What follows belongs to an exercise in optimizing a design on an open flow for small area and a short achievable clock period; a production flow would make more cautious choices. In this exercise RTL edits were held to simulation tests only and were not proved equivalent to the original. The clock cells of this run come from the design's own scripts or RTL, not from TritonCTS. The flow treats the clock pin as an ideal source. Dropping or thinning the clock tree relies on that and would not hold on a real chip. No activity file was given, so power comes from the tool's default toggle rates.

[config.mk]
export PLATFORM = sky130hd
export DESIGN_NAME = BC_FIR
export DESIGN_NICKNAME = BC_FIR
export VERILOG_FILES = /design/flow/design.v
export SDC_FILE = /design/flow/constraint.sdc
export NUM_CORES = 4
export LEC_CHECK = 0
export CAP_MARGIN = 20
export CORE_MARGIN = 2
export CORE_UTILIZATION = 65
export PLACE_DENSITY = 0.75
export SLEW_MARGIN = 20
export SYNTH_HIERARCHICAL = 1
export SYNTH_MINIMUM_KEEP_SIZE = 0
[constraint.sdc]
create_clock -name core_clock -period 16.0 [get_ports {clock_s}]
set_input_delay 3.2000 -clock core_clock [delete_from_list [all_inputs] [get_ports {clock_s}]]
set_output_delay 3.2000 -clock core_clock [all_outputs]
set_load 0.01 [all_outputs]
[design.v]
module BC_FIR(
    input  [12:0] in,
    input         clock_s,
    output [12:0] out
);
    reg [11:0] d0;
    reg [11:0] d1;
    reg [11:0] d2;
    reg [11:0] d3;
    reg [11:0] d4;
    reg [11:0] d5;
    reg [11:0] d6;
    reg [11:0] d7;
    reg [11:0] d8;
    reg [11:0] d9;
    reg [11:0] d10;
    reg [11:0] d11;
    reg [11:0] d12;
    reg [11:0] d13;
    reg [11:0] d14;
    reg [11:0] d15;
    reg [11:0] d16;
    reg [11:0] d17;
    reg [11:0] d18;
    reg [11:0] d19;
    reg [11:0] d20;
    reg [11:0] d21;
    reg [11:0] d22;
    reg [11:0] d23;
    reg [11:0] d24;
    reg [11:0] d25;
    reg [11:0] d26;
    reg [11:0] d27;
    reg [11:0] d28;
    reg [11:0] d29;
    reg pl1_0;
    reg pl1_1;
    reg pl1_2;
    reg pl1_3;
    reg pl1_4;
    reg pl1_5;
    reg pl3_0;
    reg pl3_1;
    reg pl3_2;
    reg pl3_3;
    reg pl3_4;
    reg pl3_5;
    reg pl3_6;
    reg pl3_7;
    reg pl3_8;
    reg r3_0;
    reg r3_1;
    reg r3_2;
    reg r3_3;
    reg r3_4;
    reg r3_5;
    reg r3_6;
    reg r3_7;
    reg r3_8;
    reg r3_9;
    reg r3_10;
    reg r3_11;
    reg r3_12;
    reg r3_13;
    reg r3_14;
    reg r3_15;
    reg r3_16;
    reg r2_0;
    reg r2_1;
    reg r2_2;
    reg r2_3;
    reg r2_4;
    reg r2_5;
    reg r2_6;
    reg r2_7;
    reg r2_8;
    reg r2_9;
    reg r2_10;
    reg r2_11;
    reg r2_12;
    reg pl0_0;
    reg pl0_1;
    reg pl0_2;
    reg pl0_3;
    reg pl0_4;
    reg pl0_5;
    reg pl0_6;
    reg pl0_7;
    reg pl0_8;
    reg r1_0;
    reg r1_1;
    reg r1_2;
    reg r1_3;
    reg r1_4;
    reg r1_5;
    reg r1_6;
    reg r1_7;
    reg r1_8;
    reg r1_9;
    reg r1_10;
    reg r1_11;
    reg r1_12;
    reg r1_13;
    reg pl2_0;
    reg pl2_1;
    reg pl2_2;
    reg pl2_3;
    reg pl2_4;
    reg pl2_5;
    reg pl2_6;
    reg pl2_7;
    reg pl2_8;
    reg [12:0] y;
    wire w1;
    wire w2;
    wire w3;
    wire w4;
    wire w5;
    wire w6;
    wire w7;
    wire w8;
    wire w9;
    wire w10;
    wire w11;
    wire w12;
    wire w13;
    wire w14;
    wire w15;
    wire w16;
    wire w17;
    wire w18;
    wire w19;
    wire w20;
    wire w21;
    wire w22;
    wire w23;
    wire w24;
    wire w25;
    wire w26;
    wire w27;
    wire w28;
    wire w29;
    wire w30;
    wire w31;
    wire w32;
    wire w33;
    wire w34;
    wire w35;
    wire w36;
    wire w37;
    wire w38;
    wire w39;
    wire w40;
    wire w41;
    wire w42;
    wire w43;
    wire w44;
    wire w45;
    wire w46;
    wire w47;
    wire w48;
    wire w49;
    wire w50;
    wire w51;
    wire w52;
    wire w53;
    wire w54;
    wire w55;
    wire w56;
    wire w57;
    wire w58;
    wire w59;
    wire w60;
    wire w61;
    wire w62;
    wire w63;
    wire w64;
    wire w65;
    wire w66;
    wire w67;
    wire w68;
    wire w69;
    wire w70;
    wire w71;
    wire w72;
    wire w73;
    wire w74;
    wire w75;
    wire w76;
    wire w77;
    wire w78;
    wire w79;
    wire w80;
    wire w81;
    wire w82;
    wire w83;
    wire w84;
    wire w85;
    wire w86;
    wire w87;
    wire w88;
    wire w89;
    wire w90;
    wire w91;
    wire w92;
    wire w93;
    wire w94;
    wire w95;
    wire w96;
    wire w97;
    wire w98;
    wire w99;
    wire w100;
    wire w101;
    wire w102;
    wire w103;
    wire w104;
    wire w105;
    wire w106;
    wire w107;
    wire w108;
    wire w109;
    wire w110;
    wire w111;
    wire w112;
    wire w113;
    wire w114;
    wire w115;
    wire w116;
    wire w117;
    wire w118;
    wire w119;
    wire w120;
    wire w121;
    wire w122;
    wire w123;
    wire w124;
    wire w125;
    wire w126;
    wire w127;
    wire w128;
    wire w129;
    wire w130;
    wire w131;
    wire w132;
    wire w133;
    wire w134;
    wire w135;
    wire w136;
    wire w137;
    wire w138;
    wire w139;
    wire w140;
    wire w141;
    wire w142;
    wire w143;
    wire w144;
    wire w145;
    wire w146;
    wire w147;
    wire w148;
    wire w149;
    wire w150;
    wire w151;
    wire w152;
    wire w153;
    wire w154;
    wire w155;
    wire w156;
    wire w157;
    wire w158;
    wire w159;
    wire w160;
    wire w161;
    wire w162;
    wire w163;
    wire w164;
    wire w165;
    wire w166;
    wire w167;
    wire w168;
    wire w169;
    wire w170;
    wire w171;
    wire w172;
    wire w173;
    wire w174;
    wire w175;
    wire w176;
    wire w177;
    wire w178;
    wire w179;
    wire w180;
    wire w181;
    wire w182;
    wire w183;
    wire w184;
    wire w185;
    wire w186;
    wire w187;
    wire w188;
    wire w189;
    wire w190;
    wire w191;
    wire w192;
    wire w193;
    wire w194;
    wire w195;
    wire w196;
    wire w197;
    wire w198;
    wire w199;
    wire w200;
    wire w201;
    wire w202;
    wire w203;
    wire w204;
    wire w205;
    wire w206;
    wire w207;
    wire w208;
    wire w209;
    wire w210;
    wire w211;
    wire w212;
    wire w213;
    wire w214;
    wire w215;
    wire w216;
    wire w217;
    wire w218;
    wire w219;
    wire w220;
    wire w221;
    wire w222;
    wire w223;
    wire w224;
    wire w225;
    wire w226;
    wire w227;
    wire w228;
    wire w229;
    wire w230;
    wire w231;
    wire w232;
    wire w233;
    wire w234;
    wire w235;
    wire w236;
    wire w237;
    wire w238;
    wire w239;
    wire w240;
    wire w241;
    wire w242;
    wire w243;
    wire w244;
    wire w245;
    wire w246;
    wire w247;
    wire w248;
    wire w249;
    wire w250;
    wire w251;
    wire w252;
    wire w253;
    wire w254;
    wire w255;
    wire w256;
    wire w257;
    wire w258;
    wire w259;
    wire w260;
    wire w261;
    wire w262;
    wire w263;
    wire w264;
    wire w265;
    wire w266;
    wire w267;
    wire w268;
    wire w269;
    wire w270;
    wire w271;
    wire w272;
    wire w273;
    wire w274;
    wire w275;
    wire w276;
    wire w277;
    wire w278;
    wire w279;
    wire w280;
    wire w281;
    wire w282;
    wire w283;
    wire w284;
    wire w285;
    wire w286;
    wire w287;
    wire w288;
    wire w289;
    wire w290;
    wire w291;
    wire w292;
    wire w293;
    wire w294;
    wire w295;
    wire w296;
    wire w297;
    wire w298;
    wire w299;
    wire w300;
    wire w301;
    wire w302;
    wire w303;
    wire w304;
    wire w305;
    wire w306;
    wire w307;
    wire w308;
    wire w309;
    wire w310;
    wire w311;
    wire w312;
    wire w313;
    wire w314;
    wire w315;
    wire w316;
    wire w317;
    wire w318;
    wire w319;
    wire w320;
    wire w321;
    wire w322;
    wire w323;
    wire w324;
    wire w325;
    wire w326;
    wire w327;
    wire w328;
    wire w329;
    wire w330;
    wire w331;
    wire w332;
    wire w333;
    wire w334;
    wire w335;
    wire w336;
    wire w337;
    wire w338;
    wire w339;
    wire w340;
    wire w341;
    wire w342;
    wire w343;
    wire w344;
    wire w345;
    wire w346;
    wire w347;
    wire w348;
    wire w349;
    wire w350;
    wire w351;
    wire w352;
    wire w353;
    wire w354;
    wire w355;
    wire w356;
    wire w357;
    wire w358;
    wire w359;
    wire w360;
    wire w361;
    wire w362;
    wire w363;
    wire w364;
    wire w365;
    wire w366;
    wire w367;
    wire w368;
    wire w369;
    wire w370;
    wire w371;
    wire w372;
    wire w373;
    wire w374;
    wire w375;
    wire w376;
    wire w377;
    wire w378;
    wire w379;
    wire w380;
    wire w381;
    wire w382;
    wire w383;
    wire w384;
    wire w385;
    wire w386;
    wire w387;
    wire w388;
    wire w389;
    wire w390;
    wire w391;
    wire w392;
    wire w393;
    wire w394;
    wire w395;
    wire w396;
    wire w397;
    wire w398;
    wire w399;
    wire w400;
    wire w401;
    wire w402;
    wire w403;
    wire w404;
    wire w405;
    wire w406;
    wire w407;
    wire w408;
    wire w409;
    wire w410;
    wire w411;
    wire w412;
    wire w413;
    wire w414;
    wire w415;
    wire w416;
    wire w417;
    wire w418;
    wire w419;
    wire w420;
    wire w421;
    wire w422;
    wire w423;
    wire w424;
    wire w425;
    wire w426;
    wire w427;
    wire w428;
    wire w429;
    wire w430;
    wire w431;
    wire w432;
    wire w433;
    wire w434;
    wire w435;
    wire w436;
    wire w437;
    wire w438;
    wire w439;
    wire w440;
    wire w441;
    wire w442;
    wire w443;
    wire w444;
    wire w445;
    wire w446;
    wire w447;
    wire w448;
    wire w449;
    wire w450;
    wire w451;
    wire w452;
    wire w453;
    wire w454;
    wire w455;
    wire w456;
    wire w457;
    wire w458;
    wire w459;
    wire w460;
    wire w461;
    wire w462;
    wire w463;
    wire w464;
    wire w465;
    wire w466;
    wire w467;
    wire w468;
    wire w469;
    wire w470;
    wire w471;
    wire w472;
    wire w473;
    wire w474;
    wire w475;
    wire w476;
    wire w477;
    wire w478;
    wire w479;
    wire w480;
    wire w481;
    wire w482;
    wire w483;
    wire w484;
    wire w485;
    wire w486;
    wire w487;
    wire w488;
    wire w489;
    wire w490;
    wire w491;
    wire w492;
    wire w493;
    wire w494;
    wire w495;
    wire w496;
    wire w497;
    wire w498;
    wire w499;
    wire w500;
    wire w501;
    wire w502;
    wire w503;
    wire w504;
    wire w505;
    ha1 u1 (.a(d12[0]), .b(d16[0]), .s(w1), .co(w2));
    fa1 u2 (.a(d12[1]), .b(d16[1]), .c(w2), .s(w3), .co(w4));
    fa1 u3 (.a(d12[2]), .b(d16[2]), .c(w4), .s(w5), .co(w6));
    fa1 u4 (.a(d12[3]), .b(d16[3]), .c(w6), .s(w7), .co(w8));
    fa1 u5 (.a(d12[4]), .b(d16[4]), .c(w8), .s(w9), .co(w10));
    fa1 u6 (.a(d13[5]), .b(pl1_5), .c(d17[5]), .s(w11), .co(w12));
    fa1 u7 (.a(d13[6]), .b(d17[6]), .c(w12), .s(w13), .co(w14));
    fa1 u8 (.a(d13[7]), .b(d17[7]), .c(w14), .s(w15), .co(w16));
    fa1 u9 (.a(d13[8]), .b(d17[8]), .c(w16), .s(w17), .co(w18));
    fa1 u10 (.a(d13[9]), .b(d17[9]), .c(w18), .s(w19), .co(w20));
    fa1 u11 (.a(d13[10]), .b(d17[10]), .c(w20), .s(w21), .co(w22));
    fa1 u12 (.a(d13[11]), .b(d17[11]), .c(w22), .s(w23), .co(w24));
    assign w25 = ~pl1_0;
    assign w26 = ~pl1_1;
    assign w27 = ~pl1_2;
    ha1 u13 (.a(d0[0]), .b(d28[0]), .s(w28), .co(w29));
    fa1 u14 (.a(d28[1]), .b(d0[1]), .c(w29), .s(w30), .co(w31));
    fa1 u15 (.a(d28[2]), .b(d0[2]), .c(w31), .s(w32), .co(w33));
    fa1 u16 (.a(d28[3]), .b(d0[3]), .c(w33), .s(w34), .co(w35));
    fa1 u17 (.a(d28[4]), .b(d0[4]), .c(w35), .s(w36), .co(w37));
    fa1 u18 (.a(d28[5]), .b(d0[5]), .c(w37), .s(w38), .co(w39));
    fa1 u19 (.a(d28[6]), .b(d0[6]), .c(w39), .s(w40), .co(w41));
    fa1 u20 (.a(d28[7]), .b(d0[7]), .c(w41), .s(w42), .co(w43));
    fa1 u21 (.a(d1[8]), .b(d29[8]), .c(pl3_8), .s(w44), .co(w45));
    fa1 u22 (.a(d1[9]), .b(d29[9]), .c(w45), .s(w46), .co(w47));
    fa1 u23 (.a(d1[10]), .b(d29[10]), .c(w47), .s(w48), .co(w49));
    fa1 u24 (.a(d1[11]), .b(d29[11]), .c(w49), .s(w50), .co(w51));
    fa1 u25 (.a(d15[0]), .b(pl1_0), .c(pl3_0), .s(w52), .co(w53));
    fa1 u26 (.a(d15[0]), .b(d15[1]), .c(pl1_1), .s(w54), .co(w55));
    fa1 u27 (.a(pl3_1), .b(w53), .c(w54), .s(w56), .co(w57));
    fa1 u28 (.a(d15[1]), .b(d15[2]), .c(pl1_2), .s(w58), .co(w59));
    fa1 u29 (.a(pl3_0), .b(pl3_2), .c(w55), .s(w60), .co(w61));
    fa1 u30 (.a(w58), .b(w60), .c(w57), .s(w62), .co(w63));
    fa1 u31 (.a(d15[2]), .b(d15[3]), .c(pl1_3), .s(w64), .co(w65));
    fa1 u32 (.a(pl3_1), .b(pl3_3), .c(w59), .s(w66), .co(w67));
    fa1 u33 (.a(w64), .b(w61), .c(w66), .s(w68), .co(w69));
    ha1 u34 (.a(w63), .b(w68), .s(w70), .co(w71));
    fa1 u35 (.a(d15[3]), .b(d15[4]), .c(pl1_0), .s(w72), .co(w73));
    fa1 u36 (.a(pl1_4), .b(pl3_0), .c(pl3_2), .s(w74), .co(w75));
    fa1 u37 (.a(pl3_4), .b(w65), .c(w72), .s(w76), .co(w77));
    fa1 u38 (.a(w74), .b(w67), .c(w76), .s(w78), .co(w79));
    fa1 u39 (.a(w69), .b(w78), .c(w71), .s(w80), .co(w81));
    fa1 u40 (.a(d15[4]), .b(d15[5]), .c(pl1_1), .s(w82), .co(w83));
    fa1 u41 (.a(pl3_1), .b(pl3_3), .c(pl3_5), .s(w84), .co(w85));
    fa1 u42 (.a(w73), .b(w75), .c(w82), .s(w86), .co(w87));
    fa1 u43 (.a(w84), .b(w11), .c(w77), .s(w88), .co(w89));
    fa1 u44 (.a(w86), .b(w79), .c(w88), .s(w90), .co(w91));
    ha1 u45 (.a(w90), .b(w81), .s(w92), .co(w93));
    fa1 u46 (.a(d15[5]), .b(d15[6]), .c(pl1_0), .s(w94), .co(w95));
    fa1 u47 (.a(pl1_2), .b(pl3_2), .c(pl3_4), .s(w96), .co(w97));
    fa1 u48 (.a(pl3_6), .b(w83), .c(w85), .s(w98), .co(w99));
    fa1 u49 (.a(w94), .b(w96), .c(w87), .s(w100), .co(w101));
    fa1 u50 (.a(w13), .b(w98), .c(w89), .s(w102), .co(w103));
    fa1 u51 (.a(w100), .b(w102), .c(w91), .s(w104), .co(w105));
    ha1 u52 (.a(w93), .b(w104), .s(w106), .co(w107));
    fa1 u53 (.a(d15[6]), .b(d15[7]), .c(pl1_1), .s(w108), .co(w109));
    fa1 u54 (.a(pl1_3), .b(pl3_3), .c(pl3_5), .s(w110), .co(w111));
    fa1 u55 (.a(pl3_7), .b(w95), .c(w97), .s(w112), .co(w113));
    fa1 u56 (.a(w108), .b(w110), .c(w99), .s(w114), .co(w115));
    fa1 u57 (.a(w112), .b(w101), .c(w15), .s(w116), .co(w117));
    fa1 u58 (.a(w114), .b(w103), .c(w116), .s(w118), .co(w119));
    fa1 u59 (.a(w105), .b(w118), .c(w107), .s(w120), .co(w121));
    fa1 u60 (.a(d15[7]), .b(d15[8]), .c(pl1_2), .s(w122), .co(w123));
    fa1 u61 (.a(pl1_4), .b(pl3_4), .c(pl3_6), .s(w124), .co(w125));
    fa1 u62 (.a(w109), .b(w111), .c(w122), .s(w126), .co(w127));
    fa1 u63 (.a(w44), .b(w124), .c(w113), .s(w128), .co(w129));
    fa1 u64 (.a(w126), .b(w115), .c(w128), .s(w130), .co(w131));
    fa1 u65 (.a(w17), .b(w117), .c(w130), .s(w132), .co(w133));
    ha1 u66 (.a(w119), .b(w132), .s(w134), .co(w135));
    fa1 u67 (.a(d15[8]), .b(d15[9]), .c(pl1_3), .s(w136), .co(w137));
    fa1 u68 (.a(pl3_5), .b(pl3_7), .c(w123), .s(w138), .co(w139));
    fa1 u69 (.a(w125), .b(w136), .c(w11), .s(w140), .co(w141));
    fa1 u70 (.a(w138), .b(w127), .c(w46), .s(w142), .co(w143));
    fa1 u71 (.a(w140), .b(w129), .c(w142), .s(w144), .co(w145));
    fa1 u72 (.a(w131), .b(w144), .c(w19), .s(w146), .co(w147));
    fa1 u73 (.a(w133), .b(w135), .c(w146), .s(w148), .co(w149));
    fa1 u74 (.a(d15[9]), .b(d15[10]), .c(pl1_4), .s(w150), .co(w151));
    fa1 u75 (.a(pl3_6), .b(w25), .c(w137), .s(w152), .co(w153));
    fa1 u76 (.a(w150), .b(w44), .c(w139), .s(w154), .co(w155));
    fa1 u77 (.a(w152), .b(w13), .c(w141), .s(w156), .co(w157));
    fa1 u78 (.a(w154), .b(w48), .c(w143), .s(w158), .co(w159));
    fa1 u79 (.a(w156), .b(w145), .c(w158), .s(w160), .co(w161));
    fa1 u80 (.a(w160), .b(w21), .c(w147), .s(w162), .co(w163));
    fa1 u81 (.a(d15[0]), .b(d15[10]), .c(d15[11]), .s(w164), .co(w165));
    fa1 u82 (.a(pl3_7), .b(w26), .c(w151), .s(w166), .co(w167));
    fa1 u83 (.a(w164), .b(w11), .c(w153), .s(w168), .co(w169));
    fa1 u84 (.a(w166), .b(w46), .c(w155), .s(w170), .co(w171));
    fa1 u85 (.a(w168), .b(w15), .c(w157), .s(w172), .co(w173));
    fa1 u86 (.a(w170), .b(w50), .c(w159), .s(w174), .co(w175));
    fa1 u87 (.a(w172), .b(w174), .c(w161), .s(w176), .co(w177));
    x2 u88 (.a(d15[1]), .b(d15[11]), .y(w178));
    x2 u89 (.a(pl3_0), .b(w27), .y(w179));
    x2 u90 (.a(w178), .b(w179), .y(w180));
    x2 u91 (.a(w165), .b(w180), .y(w181));
    x2 u92 (.a(w44), .b(w181), .y(w182));
    x2 u93 (.a(w167), .b(w182), .y(w183));
    x2 u94 (.a(w13), .b(w183), .y(w184));
    x2 u95 (.a(w169), .b(w184), .y(w185));
    x2 u96 (.a(w48), .b(w185), .y(w186));
    x2 u97 (.a(w171), .b(w51), .y(w187));
    x2 u98 (.a(w186), .b(w17), .y(w188));
    x2 u99 (.a(w173), .b(w187), .y(w189));
    x2 u100 (.a(w188), .b(w189), .y(w190));
    x2 u101 (.a(w175), .b(w190), .y(w191));
    x2 u102 (.a(w191), .b(w177), .y(w192));
    x2 u103 (.a(w24), .b(w192), .y(w193));
    ha1 u104 (.a(r3_8), .b(r3_9), .s(w194), .co(w195));
    fa1 u105 (.a(r3_10), .b(d16[0]), .c(w195), .s(w196), .co(w197));
    fa1 u106 (.a(r3_11), .b(r3_12), .c(d16[1]), .s(w198), .co(w199));
    ha1 u107 (.a(w198), .b(w197), .s(w200), .co(w201));
    fa1 u108 (.a(r3_13), .b(r3_14), .c(r3_15), .s(w202), .co(w203));
    fa1 u109 (.a(d16[2]), .b(w199), .c(w202), .s(w204), .co(w205));
    ha1 u110 (.a(w201), .b(w204), .s(w206), .co(w207));
    x2 u111 (.a(r3_16), .b(d16[3]), .y(w208));
    x2 u112 (.a(w208), .b(w203), .y(w209));
    x2 u113 (.a(w209), .b(w205), .y(w210));
    x2 u114 (.a(w210), .b(w207), .y(w211));
    assign w212 = ~r2_0;
    assign w213 = ~r2_1;
    assign w214 = ~r2_2;
    assign w215 = ~r2_3;
    assign w216 = ~r2_4;
    assign w217 = ~r2_5;
    assign w218 = ~r2_6;
    assign w219 = ~r2_7;
    assign w220 = ~r2_8;
    assign w221 = ~r2_9;
    assign w222 = ~r2_10;
    assign w223 = ~r2_11;
    assign w224 = ~r2_12;
    ha1 u115 (.a(d10[0]), .b(d22[0]), .s(w225), .co(w226));
    fa1 u116 (.a(d10[1]), .b(d22[1]), .c(w226), .s(w227), .co(w228));
    fa1 u117 (.a(d10[2]), .b(d22[2]), .c(w228), .s(w229), .co(w230));
    fa1 u118 (.a(d10[3]), .b(d22[3]), .c(w230), .s(w231), .co(w232));
    fa1 u119 (.a(d10[4]), .b(d22[4]), .c(w232), .s(w233), .co(w234));
    fa1 u120 (.a(d10[5]), .b(d22[5]), .c(w234), .s(w235), .co(w236));
    fa1 u121 (.a(d10[6]), .b(d22[6]), .c(w236), .s(w237), .co(w238));
    fa1 u122 (.a(d10[7]), .b(d22[7]), .c(w238), .s(w239), .co(w240));
    fa1 u123 (.a(d11[8]), .b(d23[8]), .c(pl0_8), .s(w241), .co(w242));
    fa1 u124 (.a(d11[9]), .b(d23[9]), .c(w242), .s(w243), .co(w244));
    fa1 u125 (.a(d11[10]), .b(d23[10]), .c(w244), .s(w245), .co(w246));
    fa1 u126 (.a(d11[11]), .b(d23[11]), .c(w246), .s(w247), .co(w248));
    assign w249 = ~pl0_0;
    assign w250 = ~pl0_1;
    assign w251 = ~pl0_2;
    assign w252 = ~pl0_3;
    assign w253 = ~pl0_4;
    ha1 u127 (.a(w212), .b(pl0_0), .s(w254), .co(w255));
    fa1 u128 (.a(w213), .b(pl0_0), .c(pl0_1), .s(w256), .co(w257));
    ha1 u129 (.a(w255), .b(w256), .s(w258), .co(w259));
    fa1 u130 (.a(w214), .b(pl0_1), .c(pl0_2), .s(w260), .co(w261));
    fa1 u131 (.a(w257), .b(w260), .c(w259), .s(w262), .co(w263));
    fa1 u132 (.a(w215), .b(pl0_2), .c(pl0_3), .s(w264), .co(w265));
    fa1 u133 (.a(w261), .b(w264), .c(w263), .s(w266), .co(w267));
    fa1 u134 (.a(w216), .b(pl0_0), .c(pl0_3), .s(w268), .co(w269));
    fa1 u135 (.a(pl0_4), .b(w265), .c(w268), .s(w270), .co(w271));
    ha1 u136 (.a(w270), .b(w267), .s(w272), .co(w273));
    fa1 u137 (.a(w217), .b(pl0_1), .c(pl0_4), .s(w274), .co(w275));
    fa1 u138 (.a(pl0_5), .b(w269), .c(w274), .s(w276), .co(w277));
    fa1 u139 (.a(w271), .b(w276), .c(w273), .s(w278), .co(w279));
    fa1 u140 (.a(w218), .b(pl0_2), .c(pl0_5), .s(w280), .co(w281));
    fa1 u141 (.a(pl0_6), .b(w275), .c(w280), .s(w282), .co(w283));
    fa1 u142 (.a(w277), .b(w282), .c(w279), .s(w284), .co(w285));
    fa1 u143 (.a(w219), .b(pl0_3), .c(pl0_6), .s(w286), .co(w287));
    fa1 u144 (.a(pl0_7), .b(w281), .c(w286), .s(w288), .co(w289));
    fa1 u145 (.a(w283), .b(w288), .c(w285), .s(w290), .co(w291));
    fa1 u146 (.a(w220), .b(pl0_4), .c(pl0_7), .s(w292), .co(w293));
    fa1 u147 (.a(w249), .b(w287), .c(w241), .s(w294), .co(w295));
    fa1 u148 (.a(w292), .b(w289), .c(w294), .s(w296), .co(w297));
    fa1 u149 (.a(w221), .b(pl0_5), .c(w250), .s(w298), .co(w299));
    fa1 u150 (.a(w293), .b(w241), .c(w298), .s(w300), .co(w301));
    fa1 u151 (.a(w295), .b(w243), .c(w300), .s(w302), .co(w303));
    ha1 u152 (.a(w297), .b(w302), .s(w304), .co(w305));
    fa1 u153 (.a(w222), .b(pl0_6), .c(w251), .s(w306), .co(w307));
    fa1 u154 (.a(w299), .b(w306), .c(w243), .s(w308), .co(w309));
    fa1 u155 (.a(w301), .b(w245), .c(w308), .s(w310), .co(w311));
    fa1 u156 (.a(w303), .b(w305), .c(w310), .s(w312), .co(w313));
    fa1 u157 (.a(w223), .b(pl0_7), .c(w252), .s(w314), .co(w315));
    fa1 u158 (.a(w307), .b(w314), .c(w245), .s(w316), .co(w317));
    fa1 u159 (.a(w309), .b(w247), .c(w316), .s(w318), .co(w319));
    fa1 u160 (.a(w311), .b(w318), .c(w313), .s(w320), .co(w321));
    x2 u161 (.a(d17[0]), .b(w224), .y(w322));
    x2 u162 (.a(pl0_0), .b(w253), .y(w323));
    x2 u163 (.a(w322), .b(w323), .y(w324));
    x2 u164 (.a(w324), .b(w315), .y(w325));
    x2 u165 (.a(w241), .b(w325), .y(w326));
    x2 u166 (.a(w326), .b(w248), .y(w327));
    x2 u167 (.a(w247), .b(w317), .y(w328));
    x2 u168 (.a(w327), .b(w328), .y(w329));
    x2 u169 (.a(w329), .b(w319), .y(w330));
    x2 u170 (.a(w330), .b(w321), .y(w331));
    ha1 u171 (.a(d7[0]), .b(d27[0]), .s(w332), .co(w333));
    fa1 u172 (.a(d7[1]), .b(d27[1]), .c(w333), .s(w334), .co(w335));
    fa1 u173 (.a(d7[2]), .b(d27[2]), .c(w335), .s(w336), .co(w337));
    fa1 u174 (.a(d7[3]), .b(d27[3]), .c(w337), .s(w338), .co(w339));
    fa1 u175 (.a(d7[4]), .b(d27[4]), .c(w339), .s(w340), .co(w341));
    fa1 u176 (.a(d7[5]), .b(d27[5]), .c(w341), .s(w342), .co(w343));
    fa1 u177 (.a(d7[6]), .b(d27[6]), .c(w343), .s(w344), .co(w345));
    fa1 u178 (.a(d7[7]), .b(d27[7]), .c(w345), .s(w346), .co(w347));
    fa1 u179 (.a(d8[8]), .b(pl2_8), .c(d28[8]), .s(w348), .co(w349));
    fa1 u180 (.a(d8[9]), .b(d28[9]), .c(w349), .s(w350), .co(w351));
    fa1 u181 (.a(d8[10]), .b(d28[10]), .c(w351), .s(w352), .co(w353));
    fa1 u182 (.a(d8[11]), .b(d28[11]), .c(w353), .s(w354), .co(w355));
    assign w356 = ~pl2_0;
    assign w357 = ~pl2_1;
    assign w358 = ~pl2_2;
    assign w359 = ~pl2_3;
    assign w360 = ~pl2_4;
    assign w361 = ~pl2_5;
    assign w362 = ~pl2_6;
    assign w363 = ~pl2_7;
    assign w364 = ~w348;
    assign w365 = ~w350;
    assign w366 = ~w352;
    assign w367 = ~w354;
    xn1 u183 (.a(r1_0), .b(d0[0]), .y(w368));
    or1 u184 (.a(r1_0), .b(d0[0]), .y(w369));
    xn1 u185 (.a(r1_1), .b(d0[0]), .y(w370));
    or1 u186 (.a(r1_1), .b(d0[0]), .y(w371));
    fa1 u187 (.a(d0[1]), .b(w356), .c(w369), .s(w372), .co(w373));
    ha1 u188 (.a(w370), .b(w372), .s(w374), .co(w375));
    fa1 u189 (.a(r1_2), .b(d0[1]), .c(d0[2]), .s(w376), .co(w377));
    fa1 u190 (.a(w357), .b(w371), .c(w376), .s(w378), .co(w379));
    fa1 u191 (.a(w373), .b(w375), .c(w378), .s(w380), .co(w381));
    fa1 u192 (.a(r1_3), .b(d0[2]), .c(d0[3]), .s(w382), .co(w383));
    fa1 u193 (.a(w358), .b(w377), .c(w382), .s(w384), .co(w385));
    fa1 u194 (.a(w379), .b(w384), .c(w381), .s(w386), .co(w387));
    fa1 u195 (.a(r1_4), .b(d0[3]), .c(d0[4]), .s(w388), .co(w389));
    fa1 u196 (.a(pl2_0), .b(w359), .c(w383), .s(w390), .co(w391));
    fa1 u197 (.a(w388), .b(w385), .c(w390), .s(w392), .co(w393));
    fa1 u198 (.a(r1_5), .b(d0[4]), .c(d0[5]), .s(w394), .co(w395));
    fa1 u199 (.a(pl2_1), .b(w360), .c(w389), .s(w396), .co(w397));
    fa1 u200 (.a(w394), .b(w391), .c(w396), .s(w398), .co(w399));
    fa1 u201 (.a(r1_6), .b(d0[5]), .c(d0[6]), .s(w400), .co(w401));
    fa1 u202 (.a(pl2_0), .b(pl2_2), .c(w361), .s(w402), .co(w403));
    fa1 u203 (.a(w395), .b(w400), .c(w402), .s(w404), .co(w405));
    fa1 u204 (.a(w397), .b(w404), .c(w399), .s(w406), .co(w407));
    fa1 u205 (.a(r1_7), .b(d0[6]), .c(d0[7]), .s(w408), .co(w409));
    fa1 u206 (.a(pl2_1), .b(pl2_3), .c(w362), .s(w410), .co(w411));
    fa1 u207 (.a(w401), .b(w403), .c(w408), .s(w412), .co(w413));
    fa1 u208 (.a(w410), .b(w405), .c(w412), .s(w414), .co(w415));
    xn1 u209 (.a(r1_8), .b(r1_9), .y(w416));
    or1 u210 (.a(r1_8), .b(r1_9), .y(w417));
    fa1 u211 (.a(d0[7]), .b(d0[8]), .c(pl2_2), .s(w418), .co(w419));
    fa1 u212 (.a(pl2_4), .b(w363), .c(w416), .s(w420), .co(w421));
    fa1 u213 (.a(w409), .b(w411), .c(w418), .s(w422), .co(w423));
    fa1 u214 (.a(w420), .b(w413), .c(w422), .s(w424), .co(w425));
    fa1 u215 (.a(r1_10), .b(d0[8]), .c(d0[9]), .s(w426), .co(w427));
    fa1 u216 (.a(pl2_3), .b(pl2_5), .c(w417), .s(w428), .co(w429));
    fa1 u217 (.a(w419), .b(w426), .c(w421), .s(w430), .co(w431));
    fa1 u218 (.a(w428), .b(w364), .c(w423), .s(w432), .co(w433));
    fa1 u219 (.a(w430), .b(w425), .c(w432), .s(w434), .co(w435));
    xn1 u220 (.a(r1_11), .b(d0[9]), .y(w436));
    or1 u221 (.a(r1_11), .b(d0[9]), .y(w437));
    fa1 u222 (.a(d0[10]), .b(pl2_4), .c(pl2_6), .s(w438), .co(w439));
    fa1 u223 (.a(w436), .b(w427), .c(w429), .s(w440), .co(w441));
    fa1 u224 (.a(w438), .b(w431), .c(w440), .s(w442), .co(w443));
    fa1 u225 (.a(w365), .b(w433), .c(w442), .s(w444), .co(w445));
    xn1 u226 (.a(r1_12), .b(d0[10]), .y(w446));
    or1 u227 (.a(r1_12), .b(d0[10]), .y(w447));
    fa1 u228 (.a(d0[11]), .b(pl2_5), .c(pl2_7), .s(w448), .co(w449));
    fa1 u229 (.a(w437), .b(w446), .c(w439), .s(w450), .co(w451));
    fa1 u230 (.a(w448), .b(w441), .c(w450), .s(w452), .co(w453));
    fa1 u231 (.a(w366), .b(w443), .c(w452), .s(w454), .co(w455));
    assign w456 = ~r1_13;
    x2 u232 (.a(w456), .b(d0[11]), .y(w457));
    x2 u233 (.a(pl2_6), .b(w457), .y(w458));
    x2 u234 (.a(w447), .b(w458), .y(w459));
    x2 u235 (.a(w449), .b(w348), .y(w460));
    x2 u236 (.a(w459), .b(w460), .y(w461));
    x2 u237 (.a(w451), .b(w461), .y(w462));
    x2 u238 (.a(w462), .b(w453), .y(w463));
    x2 u239 (.a(w463), .b(w367), .y(w464));
    ha1 u240 (.a(w392), .b(w387), .s(w465), .co(w466));
    ha1 u241 (.a(w393), .b(w398), .s(w467), .co(w468));
    ha1 u242 (.a(w414), .b(w407), .s(w469), .co(w470));
    ha1 u243 (.a(w415), .b(w424), .s(w471), .co(w472));
    ha1 u244 (.a(w435), .b(w444), .s(w473), .co(w474));
    ha1 u245 (.a(w445), .b(w454), .s(w475), .co(w476));
    x2 u246 (.a(w455), .b(w464), .y(w477));
    an1 u247 (.a(w386), .b(w380), .y(w478));
    x2 u248 (.a(w467), .b(w466), .y(w479));
    ao1 u249 (.a(w468), .b(w467), .c(w466), .y(w480));
    an1 u250 (.a(w467), .b(w465), .y(w481));
    x2 u251 (.a(w406), .b(w480), .y(w482));
    an1 u252 (.a(w406), .b(w480), .y(w483));
    an1 u253 (.a(w406), .b(w481), .y(w484));
    x2 u254 (.a(w469), .b(w483), .y(w485));
    an1 u255 (.a(w469), .b(w406), .y(w486));
    ao1 u256 (.a(w470), .b(w486), .c(w480), .y(w487));
    an1 u257 (.a(w486), .b(w481), .y(w488));
    x2 u258 (.a(w471), .b(w487), .y(w489));
    ao1 u259 (.a(w472), .b(w471), .c(w487), .y(w490));
    x2 u260 (.a(w434), .b(w490), .y(w491));
    an1 u261 (.a(w434), .b(w472), .y(w492));
    an1 u262 (.a(w434), .b(w471), .y(w493));
    ao1 u263 (.a(w492), .b(w493), .c(w487), .y(w494));
    x2 u264 (.a(w473), .b(w494), .y(w495));
    ao1 u265 (.a(w474), .b(w473), .c(w492), .y(w496));
    an1 u266 (.a(w473), .b(w493), .y(w497));
    ao1 u267 (.a(w496), .b(w497), .c(w487), .y(w498));
    x2 u268 (.a(w475), .b(w498), .y(w499));
    ao1 u269 (.a(w476), .b(w475), .c(w474), .y(w500));
    an1 u270 (.a(w475), .b(w473), .y(w501));
    ao1 u271 (.a(w500), .b(w501), .c(w492), .y(w502));
    an1 u272 (.a(w501), .b(w493), .y(w503));
    ao1 u273 (.a(w502), .b(w503), .c(w487), .y(w504));
    x2 u274 (.a(w477), .b(w504), .y(w505));
    wire [12:0] ysum = {w505, w499, w495, w491, w489, w485, w482, w479, w465, w386, w380, w374, w368};
    always @(posedge clock_s) begin
        d0 <= in[11:0];
        d1 <= d0;
        d2 <= d1;
        d3 <= d2;
        d4 <= d3;
        d5 <= d4;
        d6 <= d5;
        d7 <= d6;
        d8 <= d7;
        d9 <= d8;
        d10 <= d9;
        d11 <= d10;
        d12 <= d11;
        d13 <= d12;
        d14 <= d13;
        d15 <= d14;
        d16 <= d15;
        d17 <= d16;
        d18 <= d17;
        d19 <= d18;
        d20 <= d19;
        d21 <= d20;
        d22 <= d21;
        d23 <= d22;
        d24 <= d23;
        d25 <= d24;
        d26 <= d25;
        d27 <= d26;
        d28 <= d27;
        d29 <= d28;
        pl1_0 <= w1;
        pl1_1 <= w3;
        pl1_2 <= w5;
        pl1_3 <= w7;
        pl1_4 <= w9;
        pl1_5 <= w10;
        pl3_0 <= w28;
        pl3_1 <= w30;
        pl3_2 <= w32;
        pl3_3 <= w34;
        pl3_4 <= w36;
        pl3_5 <= w38;
        pl3_6 <= w40;
        pl3_7 <= w42;
        pl3_8 <= w43;
        r3_0 <= w52;
        r3_1 <= w56;
        r3_2 <= w62;
        r3_3 <= w70;
        r3_4 <= w80;
        r3_5 <= w92;
        r3_6 <= w106;
        r3_7 <= w120;
        r3_8 <= w134;
        r3_9 <= w121;
        r3_10 <= w148;
        r3_11 <= w149;
        r3_12 <= w162;
        r3_13 <= w176;
        r3_14 <= w23;
        r3_15 <= w163;
        r3_16 <= w193;
        r2_0 <= r3_0;
        r2_1 <= r3_1;
        r2_2 <= r3_2;
        r2_3 <= r3_3;
        r2_4 <= r3_4;
        r2_5 <= r3_5;
        r2_6 <= r3_6;
        r2_7 <= r3_7;
        r2_8 <= w194;
        r2_9 <= w196;
        r2_10 <= w200;
        r2_11 <= w206;
        r2_12 <= w211;
        pl0_0 <= w225;
        pl0_1 <= w227;
        pl0_2 <= w229;
        pl0_3 <= w231;
        pl0_4 <= w233;
        pl0_5 <= w235;
        pl0_6 <= w237;
        pl0_7 <= w239;
        pl0_8 <= w240;
        r1_0 <= w254;
        r1_1 <= w258;
        r1_2 <= w262;
        r1_3 <= w266;
        r1_4 <= w272;
        r1_5 <= w278;
        r1_6 <= w284;
        r1_7 <= w290;
        r1_8 <= w296;
        r1_9 <= w291;
        r1_10 <= w304;
        r1_11 <= w312;
        r1_12 <= w320;
        r1_13 <= w331;
        pl2_0 <= w332;
        pl2_1 <= w334;
        pl2_2 <= w336;
        pl2_3 <= w338;
        pl2_4 <= w340;
        pl2_5 <= w342;
        pl2_6 <= w344;
        pl2_7 <= w346;
        pl2_8 <= w347;
        y <= ysum;
    end
    assign out = y;
endmodule
module fa1(input a, input b, input c, output s, output co);
    assign {co, s} = a + b + c;
endmodule
module ha1(input a, input b, output s, output co);
    assign {co, s} = a + b;
endmodule
module xn1(input a, input b, output y);
    assign y = ~(a ^ b);
endmodule
module or1(input a, input b, output y);
    assign y = a | b;
endmodule
module x2(input a, input b, output y);
    assign y = a ^ b;
endmodule
module ao1(input a, input b, input c, output y);
    assign y = a | (b & c);
endmodule
module an1(input a, input b, output y);
    assign y = a & b;
endmodule
[flow/run.sh]
#!/bin/bash
# Standard ORFS layout (the standard.sh) with two changes:
#  - port buffers made from sky130_fd_sc_hd__buf_2 instead of the default delay-buffer cell;
#  - the clock tree built by flow/cts_hook.tcl (PRE_CTS hook): a balanced two-level
#    buffer tree in place of TritonCTS's deeper tree.
# All tool output goes to standard_flow.log here and to the ORFS logs under orfs/logs.
set -euo pipefail
bash standard.sh "BUFFER_PORTS_ARGS=-buffer_cell sky130_fd_sc_hd__buf_2" \
  "PRE_CTS_TCL=$PWD/flow/cts_hook.tcl" \
  finish > standard_flow.log 2>&1
[flow/cts_hook.tcl]
# PRE_CTS hook: builds a two-level clock tree by hand, then makes the flow's
# clock_tree_synthesis call a no-op.
#   clock_s -> NROOT root buffers (clkbuf_16) -> NLEAF leaf buffers (clkbuf_8)
#   -> flip-flop clock pins.
# Flip-flops are split into NLEAF balanced clusters (k-means); each leaf buffer
# sits at its cluster's centre, each root buffer at the centre of its leaves.
# Every flip-flop sees the same two buffer levels.
set ::mct_nleaf 24
set ::mct_nroot 4
set ::mct_leaf sky130_fd_sc_hd__clkbuf_8
set ::mct_root sky130_fd_sc_hd__clkbuf_16

proc mct_kmeans {pts k seed} {
  # balanced k-means (greedy capacity-limited assignment); returns {centres assignment}
  set n [llength $pts]
  set cap [expr {int(ceil(double($n) / $k * 1.15))}]
  expr {srand($seed)}
  set best_cost 1e30
  set best {}
  for {set trial 0} {$trial < 8} {incr trial} {
    # initial centres: random distinct points
    set idx {}
    while {[llength $idx] < $k} {
      set r [expr {int(rand() * $n)}]
      if {[lsearch $idx $r] < 0} { lappend idx $r }
    }
    set cent {}
    foreach i $idx { lappend cent [lindex $pts $i] }
    for {set it 0} {$it < 25} {incr it} {
      set pairs {}
      for {set i 0} {$i < $n} {incr i} {
        lassign [lindex $pts $i] x y
        for {set c 0} {$c < $k} {incr c} {
          lassign [lindex $cent $c] cx cy
          lappend pairs [list [expr {abs($x - $cx) + abs($y - $cy)}] $i $c]
        }
      }
      set pairs [lsort -real -index 0 $pairs]
      set asg [lrepeat $n -1]
      set cnt [lrepeat $k 0]
      foreach p $pairs {
        lassign $p d i c
        if {[lindex $asg $i] < 0 && [lindex $cnt $c] < $cap} {
          lset asg $i $c
          lset cnt $c [expr {[lindex $cnt $c] + 1}]
        }
      }
      set sx [lrepeat $k 0.0]; set sy [lrepeat $k 0.0]
      for {set i 0} {$i < $n} {incr i} {
        set c [lindex $asg $i]
        lassign [lindex $pts $i] x y
        lset sx $c [expr {[lindex $sx $c] + $x}]
        lset sy $c [expr {[lindex $sy $c] + $y}]
      }
      set newc {}
      for {set c 0} {$c < $k} {incr c} {
        set m [lindex $cnt $c]
        if {$m > 0} {
          lappend newc [list [expr {[lindex $sx $c] / $m}] [expr {[lindex $sy $c] / $m}]]
        } else {
          lappend newc [lindex $cent $c]
        }
      }
      set cent $newc
    }
    set cost 0.0
    for {set i 0} {$i < $n} {incr i} {
      lassign [lindex $pts $i] x y
      lassign [lindex $cent [lindex $asg $i]] cx cy
      set cost [expr {$cost + abs($x - $cx) + abs($y - $cy)}]
    }
    if {$cost < $best_cost} {
      set best_cost $cost
      set best [list $cent $asg]
    }
  }
  return $best
}

proc mct_build {} {
  set block [ord::get_db_block]
  set db [ord::get_db]
  set clk [$block findNet clock_s]
  set sinks {}
  set pts {}
  foreach it [$clk getITerms] {
    set inst [$it getInst]
    set bb [$inst getBBox]
    lappend sinks $it
    lappend pts [list [expr {([$bb xMin] + [$bb xMax]) / 2}] [expr {([$bb yMin] + [$bb yMax]) / 2}]]
  }
  puts "manual clock tree: [llength $sinks] clock sinks"
  lassign [mct_kmeans $pts $::mct_nleaf 1] lcent lasg
  lassign [mct_kmeans $lcent $::mct_nroot 2] rcent rasg
  set rootm [$db findMaster $::mct_root]
  set leafm [$db findMaster $::mct_leaf]
  set rnets {}
  for {set r 0} {$r < $::mct_nroot} {incr r} {
    set net [odb::dbNet_create $block clknet_root_$r]
    $net setSigType CLOCK
    set inst [odb::dbInst_create $block $rootm clkbuf_root_$r]
    [$inst findITerm A] connect $clk
    [$inst findITerm X] connect $net
    lassign [lindex $rcent $r] x y
    $inst setLocation [expr {int($x)}] [expr {int($y)}]
    $inst setPlacementStatus PLACED
    lappend rnets $net
  }
  set lnets {}
  for {set l 0} {$l < $::mct_nleaf} {incr l} {
    set net [odb::dbNet_create $block clknet_leaf_$l]
    $net setSigType CLOCK
    set inst [odb::dbInst_create $block $leafm clkbuf_leaf_$l]
    [$inst findITerm A] connect [lindex $rnets [lindex $rasg $l]]
    [$inst findITerm X] connect $net
    lassign [lindex $lcent $l] x y
    $inst setLocation [expr {int($x)}] [expr {int($y)}]
    $inst setPlacementStatus PLACED
    lappend lnets $net
  }
  for {set i 0} {$i < [llength $sinks]} {incr i} {
    set it [lindex $sinks $i]
    $it disconnect
    $it connect [lindex $lnets [lindex $lasg $i]]
  }
  puts "manual clock tree: $::mct_nroot root and $::mct_nleaf leaf buffers"
}

mct_build
rename clock_tree_synthesis mct_unused_clock_tree_synthesis
proc clock_tree_synthesis {args} {
  puts "clock_tree_synthesis skipped: the clock tree was built by the PRE_CTS hook"
}
[standard.sh]
#!/bin/bash
# synth_recipe.tcl (not shown) runs the flow's synth.tcl, then flattens the netlist and writes it again
# the make line also repeats each setting of config.mk as NAME=value (left out here)
make -C /OpenROAD-flow-scripts/flow DESIGN_CONFIG=/design/flow/config.mk WORK_HOME=/design/flow/orfs CLKGATE_MAP_FILE= SYNTH_SCRIPT=/design/flow/synth_recipe.tcl "${@:-finish}"
==> notes.md <==
Via-to-Cell Ratio 4.70; Hold Vio Cnt, Final 0; DRC viols 0; Max stage delay on crit path 0.32 ns; synthesized instance count 746; GRT Total Usage 18.6%; top cells by area, synth dfxtp_1 (66%), fa_1 (26%), xor2_1 (3.1%); R2R setup slack 12.36 ns; post-synth top area cell dfxtp_1; sequential fraction of the synthesis area 66.3%; Worst Hold Path EP d8[8]; Reg with most FFs y; final setup TNS 0 ns; Placement Cell Area 13,800 sq um; PortBufs 25; routed len/inst 17.4 um; DR vias 5,029; crit path cell chain buf_2; final hold slack 0.312 ns; first-pass GRT wire length 30.9 mm; Crit Reg-Reg Endpoint pl3_7; Finished Cell Area 14,200 sq um; fin crit share 24.8%; CP required 12.80 ns; post-CTS setup buffer count 0; post-route ant nets 0; total gr overflow 0; Hold Crit Class reg2reg; fmax 252 MHz; Pwr Density 222 nW/um^2; status no timing/DRC/antenna violations; top cell type's share of synthesized area 66.3%; layout cells sized above 1 6.63%; RSZ-0062 raised after global routing false; dpl ws 12.35 ns; DR pass1 iterations 6; Setup crit start kind flip-flop; Worst Slack Setup Final 12.03 ns; CP top delay family flip-flops; Ports 27; Die Height 147 um; Initial DRC Count 144; Crit. path cell count 1; nets 1,012; Final HPWL DP 14.3 mm; Starting Density 66.2%; std cell rows 52; GPL Wtd Cong 0.853; clock share of power 14.8%; Slowest cell on crit path dfxtp_1; Hold Path Stages 0; Synth Warn # 7; MaxCap Viol Count 0; die area 21,700 sq um; Final Slew Violations 0; switch share 32.7%; reg2reg path depth 8; Slew headroom 74.3%; ANT cells 0; Psw 1030 uW; final wirelength 18.6 mm; synthesized area 13,400 sq um; Final Skew 0.0459 ns; Syn Nets 957; Critical Path AT 0.77 ns; worst path bufs/invs 1; Worst Setup End Kind output pin; crit path kind reg2out; total power 3160 uW; Post-CTS Resized 0; die width 147 um; post-synth cell types 9; sequential power share 43.1%; clock latency (worst-skew pair) 0.33 ns; Core Region 20,200 sq um; Pleak 0.00602 uW; Hold Buf Count CTS 0; P_int 2120 uW; highest ir drop seen on vdd 0.000135 V; Hold Path Origin d7[8]; max reg flops 13; largest net degree at the start of global routing 23; CP Max Fanout 1; Worst Max-Slew Pin Slew 0.385 ns; Comb power frac 42.1%; final setup vio count 0; syn avg cell area 17.9 sq um; area delta synth->final 6.69%; vias in the first global route 5,906; clock slew at reported path FFs 0.12 ns; register bit count reported by yosys 442; worst r2r src d0[0]; initial antenna violation count 0; Period minus WS final 3.97 ns
## placed cells by master (no fill, tap or decap)
master     instances
a21o_1             9
and2_1             7
buf_2             25
clkbuf_16          4
clkbuf_8          24
dfxtp_1          442
fa_1             175
ha_1              22
inv_1             34
or2_1              5
xnor2_1            5
xor2_1            47
## modules after synthesis (local to each module, per instance)
module / flip-flops and latches / times used
BC_FIR: 442 / 1
fa1: 0 / 175
ha1: 0 / 22
x2: 0 / 47
xn1: 0 / 5
ao1: 0 / 9
an1: 0 / 7
or1: 0 / 5
## how the worst max path moves through the flow
| stage | slack [ns] | end | startpoint |
|---|---|---|---|
| 2_1_floorplan | 12.47 | out[0] | y[0] |
| 3_3_place_gp | 12.35 | pl3_7 | d0[0] |
| 3_5_place_dp | 12.35 | pl3_7 | d0[0] |
| 4_1_cts | 12.33 | pl3_7 | d0[0] |
| 5_1_grt | 12.00 | out[12] | y[12] |
| 6_report | 12.03 | out[12] | y[12] |
## area by class of cell
class	instances	area, sq um
Timing Repair Buffer	25	125
Multi-Input combinational cell	270	4380
Sequential cell	442	8850
Buffer	28	430
Inverter	34	128
Fill cell	1320	5920
Tap cell	270	338
## routing by layer
metal	wire (um)	up-vias	GRT usage, %
li1	-	2353	-
met1	8180	2566	25.9
met2	9250	69	32.1
met3	580	41	2.02
met4	562	0	4.71
met5	0	-	0
## power groups by stage
stage | logic, uW | clock network, uW | registers (uW)
2_1_floorplan | 1040 | 0 | 1370
3_3_place_gp | 1310 | 0 | 1390
3_5_place_dp | 1350 | 0 | 1390
4_1_cts | 1370 | 369 | 1390
5_1_grt | 1570 | 516 | 1380
6_report | 1330 | 467 | 1360
## Yosys cell counts
master   number
ha_1         22
fa_1        175
dfxtp_1     442
or2_1         5
inv_1        34
xnor2_1       5
and2_1        7
a21o_1        9
xor2_1       47
## worst reg2reg max path: stages, from the launching register on
cell and delay [ns]:
dfxtp_1 0.39, ha_1 0.24, fa_1 0.38, fa_1 0.41
fa_1 0.43, fa_1 0.40, fa_1 0.44, fa_1 0.41
fa_1 0.44
## logic make-up after synthesis
group                      share of synthesized area, %
and+or+nand+nor                                   0.562
AOI/OAI and AO/OA                                 0.506
buffers and inverters                             0.956
DFF                                                66.3
adders and majority gates                          28.3
xor gates and xnor gates                           3.41
## through the flow
| stage | instances | util [%] |
|---|---|---|
| 3_5_place_dp | 1041 | 68.5 |
| 5_1_grt | 1069 | 70.6 |
| 4_1_cts | 1069 | 70.6 |
| 2_1_floorplan | 746 | - |
| 3_3_place_gp | 1041 | 68.5 |
| 6_report | 1069 | 70.6 |

==> static timing again, ports no longer ideal <==
No port has a modelled driver above. Below, the same layout with a new extraction and two added sets of constraints.
Step 1: set_driving_cell puts a clkbuf_16 on clock_s and a buf_2 on each other input, an assumption about the parent block.
Step 2 times the ports against the registers' clock, not the clock port: input delays grow and output delays shrink by t, the midpoint of the rising clock arrivals with the driver on.
a / b / c = ideal ports / drivers / drivers and shift; a / b = the first two.
t, ns: 0.398
slack for setup (ns): 12.028 / 11.939 / 12.337
pins driven straight from the clock port: 4
After both steps this run still meets setup and hold. For this run, drivers alone change the setup slack by -0.089 ns; drivers and shift together by +0.309 ns.
